What follows belongs to an exercise in optimizing a design on an open flow for small area; a production flow would make more cautious choices. The RTL was checked by simulation tests, not by an equivalence proof against the original design. The clock input has no modelled driver; a real chip could not lean on it and would need a root buffer or a full tree. Power and IR drop assume default switching activity.

## the baseline
// UART_top
module UART_top(
    input  clk,
    input  res,
    input  RX,
    output TX
);
localparam [12:0] T_RX   = 13'b1000100010000;
localparam [12:0] K5000  = 13'b1000010110000;
localparam [12:0] T_TX   = 13'b0000100101110;
localparam [12:0] M_TX   = 13'b1011011111101;   
localparam [12:0] KT5    = 13'b0110000010010;
localparam [12:0] KT5000 = 13'b0110010010010;
function [12:0] step(input [12:0] x);
  step = {x[11:0], x[12] ^ x[9] ^ x[7] ^ x[4]};
endfunction
localparam [12:0] P = 13'b1010101010101;
reg  [5:0]  sq;             
localparam [5:0] S0 = 6'b110000;
wire [5:0]  s     = sq ^ S0;
reg  [12:0] rcq;          
wire [12:0] rc    = rcq ^ P;
wire        rxd   = rc[0];
wire        idle  = s[5];
wire        init  = s[5] & s[4];
wire [2:0]  bi    = s[2:0];
wire        bop   = ~s[4] & ~s[3];
wire        ba    = s[3];
wire        bb    = s[4];
wire        first = s[4] & s[3];    
wire        b7    = s[2] & s[1] & s[0];
wire        rtc   = ((rc & 13'b1101111111111) == (T_RX & 13'b1101111111111));  
wire        wt    = ~idle & (rc[10:1] == 10'd0);   
wire        det   = wt & ~RX & rxd;
wire        samp  = ~idle & rtc;
wire        last  = samp & b7;
wire        leave = idle & rtc & s[3] & s[2];     
wire        clr   = last | leave;
always @(posedge clk or negedge res)
  if (~res) sq <= 6'd0;
  else if (init) sq <= {5'b10000, RX} ^ S0;
  else if (idle) begin
    if (rtc) sq <= (leave ? 6'b011000 : (RX ? {2'b10, s[3:0] + 4'd1} : 6'b100000)) ^ S0;
  end else if (det & first) sq <= S0;
  else if (samp) begin
    if (b7) sq <= {1'b0, s[3], bop, 3'd0} ^ S0;
    else sq <= {s[5:3], bi + 3'd1} ^ S0;
  end
wire [12:0] rs = step(rc);
always @(posedge clk) begin
  if (init | (rtc & ~clr)) rcq <= K5000 ^ P;
  else rcq <= {rs[12:10], rs[9] & ~clr, rs[8:6], rs[5] & ~clr, rs[4],
               rs[3] | (det & first), rs[2] | (det & ~first), rs[1] & ~wt,
               (wt | leave) ? RX : rs[0]} ^ P;
end
  ...
Size: about 200 cells after synthesis, roughly 4 I/O pins, ~1800 um2 of cells after synthesis.
export LEC_CHECK = 0
export CAP_MARGIN = 20
export CORE_MARGIN = 2
export CORE_UTILIZATION = 40
export SLEW_MARGIN = 20
create_clock -name core_clock -period 10.0 [get_ports {clk}]
standard.sh (not shown) runs the stock make flow with config.mk's settings and CLKGATE_MAP_FILE= SYNTH_SCRIPT=/design/flow/synth_recipe.tcl, a recipe that flattens the netlist after the stock synthesis.
==> flow/flow/run.sh <==
#!/bin/bash
# Own layout flow: the standard flow (standard.sh, all ORFS steps), with:
#  - synthesis: the standard flow's own Yosys script (synth_recipe.tcl, ORFS synth.tcl),
#    except that ABC maps the logic with area-oriented scripts (written to abc/) and
#    the smallest result is kept (flow/abc_multi.tcl), and ORFS's adder
#    extraction is off.  The scripts are first tried in four parallel
#    synthesis runs (try0..try3, logs in try*.log and try*/logs/); the layout's
#    synthesis then runs the best one.  Flip-flops are mapped before ABC, so the
#    registers, their names and cell types are those of the standard synthesis;
#  - the smallest buffer (buf_1) on the input and output ports;
#  - the clock port drives a few clock buffers, each at the centroid of its
#    cluster of flip-flops (flow/cts_pre.tcl, flow/clk_split.tcl), in place of
#    TritonCTS's H-tree.
# The layout's make output goes to flow_make.log; each step's tool log to orfs/logs/.
set -euo pipefail

W=$PWD
F=$W/flow
sed -e "/^source \$::env(SCRIPTS_DIR)\/synth_preamble.tcl/a source $F/abc_multi.tcl" \
    -e 's/^  log_cmd abc {\*}\$abc_args/  abc_multi $abc_args/' \
  "$FLOW_HOME/scripts/synth.tcl" > "$W/synth_multi.tcl"
[ "$(grep -c 'abc_multi' "$W/synth_multi.tcl")" = 2 ]
sed "s#source \$::env(SCRIPTS_DIR)/synth.tcl#source $W/synth_multi.tcl#" "$W/synth_recipe.tcl" > "$W/my_synth.tcl"
grep -q "synth_multi.tcl" "$W/my_synth.tcl"

# the ABC scripts: plain area mapping, and DAG-aware resynthesis (&deepsyn)
# with several seeds before area mapping, once or twice in a row
A=$W/abc
mkdir -p "$A"
R2='balance\nrewrite\nrefactor\nbalance\nrewrite\nrewrite -z\nbalance\nrefactor -z\nrewrite -z\nbalance\n'
printf 'strash\ndch -f\namap\nstrash\ndch -f\namap\nstrash\ndch -f\namap\n' > "$A/a1.abc"
printf 'strash\ndch -f\namap\nstrash\ndch -f\namap\n' > "$A/a2.abc"
printf "strash\n${R2}dch -f\namap\nstrash\ndch -f\namap\n" > "$A/a3.abc"
printf 'strash\n&get -n\n&deepsyn -J 1000\n&put\ndch -f\namap\n' > "$A/j1000.abc"
for S in 0 1 2 3 4 5 6 7 8 9 10 11 12 13 14 15; do
  printf 'strash\n&get -n\n&deepsyn -J 200 -S %d\n&put\ndch -f\namap\n' $S > "$A/d$S.abc"
  printf 'strash\n&get -n\n&deepsyn -J 200 -S %d\n&put\ndch\namap\n' $S > "$A/e$S.abc"
done
for S in 1 2 3 4 5 6 7 8 9 10 11 12; do
  printf 'strash\n&get -n\n&deepsyn -J 200\n&put\ndch\namap\nstrash\n&get -n\n&deepsyn -J 200 -S %d\n&put\ndch\namap\n' $S > "$A/c$S.abc"
  printf 'strash\n&get -n\n&deepsyn -J 200 -S 8\n&put\ndch\namap\nstrash\n&get -n\n&deepsyn -J 200 -S %d\n&put\ndch -f\namap\n' $S > "$A/g$S.abc"
done

# try the ABC scripts in four parallel synthesis runs
scripts=("$A"/*.abc)
for i in 0 1 2 3; do
  group=""
  for ((j = i; j < ${#scripts[@]}; j += 4)); do group="$group ${scripts[j]}"; done
  make -C "$FLOW_HOME" DESIGN_CONFIG="$W/config.mk" WORK_HOME="$W/try$i" CLKGATE_MAP_FILE= \
    SYNTH_SCRIPT="$W/my_synth.tcl" "MY_ABC_SCRIPTS=$group" ADDER_MAP_FILE= synth > "$W/try$i.log" 2>&1 &
done
wait
grep -h '^abc_multi: /.* area ' "$W"/try*/logs/*/*/*/1_2_yosys.log | sort -t' ' -k4,4g -k2,2 > "$W/abc_tries.txt"
best=$(head -1 "$W/abc_tries.txt" | cut -d' ' -f2)
[ -f "$best" ]
echo "best ABC script: $best" >> "$W/abc_tries.txt"

bash "$W/standard.sh" SYNTH_SCRIPT="$W/my_synth.tcl" "MY_ABC_SCRIPTS=$best" ADDER_MAP_FILE= \
  "BUFFER_PORTS_ARGS=-buffer_cell sky130_fd_sc_hd__buf_1" PRE_CTS_TCL="$F/cts_pre.tcl" \
  finish > "$W/flow_make.log" 2>&1
Other scripts of this flow, unchanged in this note and not shown: flow/flow/abc_multi.tcl, flow/flow/clk_split.tcl, flow/flow/cts_pre.tcl
[inputs] the candidate vs the baseline
diff --git a/flow/flow/run.sh b/flow/flow/run.sh
--- a/flow/flow/run.sh
+++ b/flow/flow/run.sh
@@ -33,9 +33,9 @@
 printf "strash\n${R2}dch -f\namap\nstrash\ndch -f\namap\n" > "$A/a3.abc"
 printf 'strash\n&get -n\n&deepsyn -J 1000\n&put\ndch -f\namap\n' > "$A/j1000.abc"
-for S in 0 1 2 3 4 5 6 7 8 9 10 11 12 13 14 15; do
+for S in 0 1 2 3 4 5 6 7 8 9 10; do
   printf 'strash\n&get -n\n&deepsyn -J 200 -S %d\n&put\ndch -f\namap\n' $S > "$A/d$S.abc"
   printf 'strash\n&get -n\n&deepsyn -J 200 -S %d\n&put\ndch\namap\n' $S > "$A/e$S.abc"
 done
-for S in 1 2 3 4 5 6 7 8 9 10 11 12; do
+for S in 1 2 3 4 5 6 7 8; do
   printf 'strash\n&get -n\n&deepsyn -J 200\n&put\ndch\namap\nstrash\n&get -n\n&deepsyn -J 200 -S %d\n&put\ndch\namap\n' $S > "$A/c$S.abc"
   printf 'strash\n&get -n\n&deepsyn -J 200 -S 8\n&put\ndch\namap\nstrash\n&get -n\n&deepsyn -J 200 -S %d\n&put\ndch -f\namap\n' $S > "$A/g$S.abc"
==> comparison <==
As far as least setup slack across all paths after layout goes, the baseline and the candidate are indistinguishable; the numbers are identical. The baseline -> the candidate: synthesized cell count delta 0, exact match. Final area essentially unchanged between the candidate and the baseline. Net count of the mapped netlist: the candidate vs the baseline — no meaningful difference. The candidate and the baseline ended up with nearly the same combinational power share. From the candidate to the baseline, worst slew margin relative to its limit did not move at all. Final setup skew: the candidate vs the baseline identical. Diff the candidate..the baseline | maximum number of pins on one net before global-route repair | unchanged. Diff the baseline..the candidate | worst hold path depth | unchanged. Between the baseline and the candidate, the count of hold-fix buffers inserted at cts does not differ in any meaningful way. As far as sequential-cell power consumption is concerned, the candidate and the baseline perform about the same.
No run of this note takes its clock network from TritonCTS; it comes from the design's own scripts or RTL.

## static timing again, ports no longer ideal
Ports are ideal in the flow. The routed layouts listed here were re-timed in OpenROAD.
Step 1, drivers: a clkbuf_16 drives clk and a buf_2 each remaining input, both assumed.
Step 2, shift: input delay + t, output delay - t, t = (earliest + latest rising clock arrival at the registers) / 2. This alone moves slack from input paths to output paths.
Three values: no drivers, after step 1, after step 2; two values: the first two.
| run | t, ns | slack for setup (ns) | slew at the worst register clock pin (ns) | worst slew at a driven data input, ns | pins driven straight from the clock port |
|---|---|---|---|---|---|
| the baseline | 0.192 | 6.394 / 6.419 / 6.227 | 0.11 / 0.11 | 0.03 | 3 |
| the candidate | 0.192 | 6.394 / 6.419 / 6.227 | 0.11 / 0.11 | 0.03 | 3 |
After both steps setup and hold are still met in every run listed.
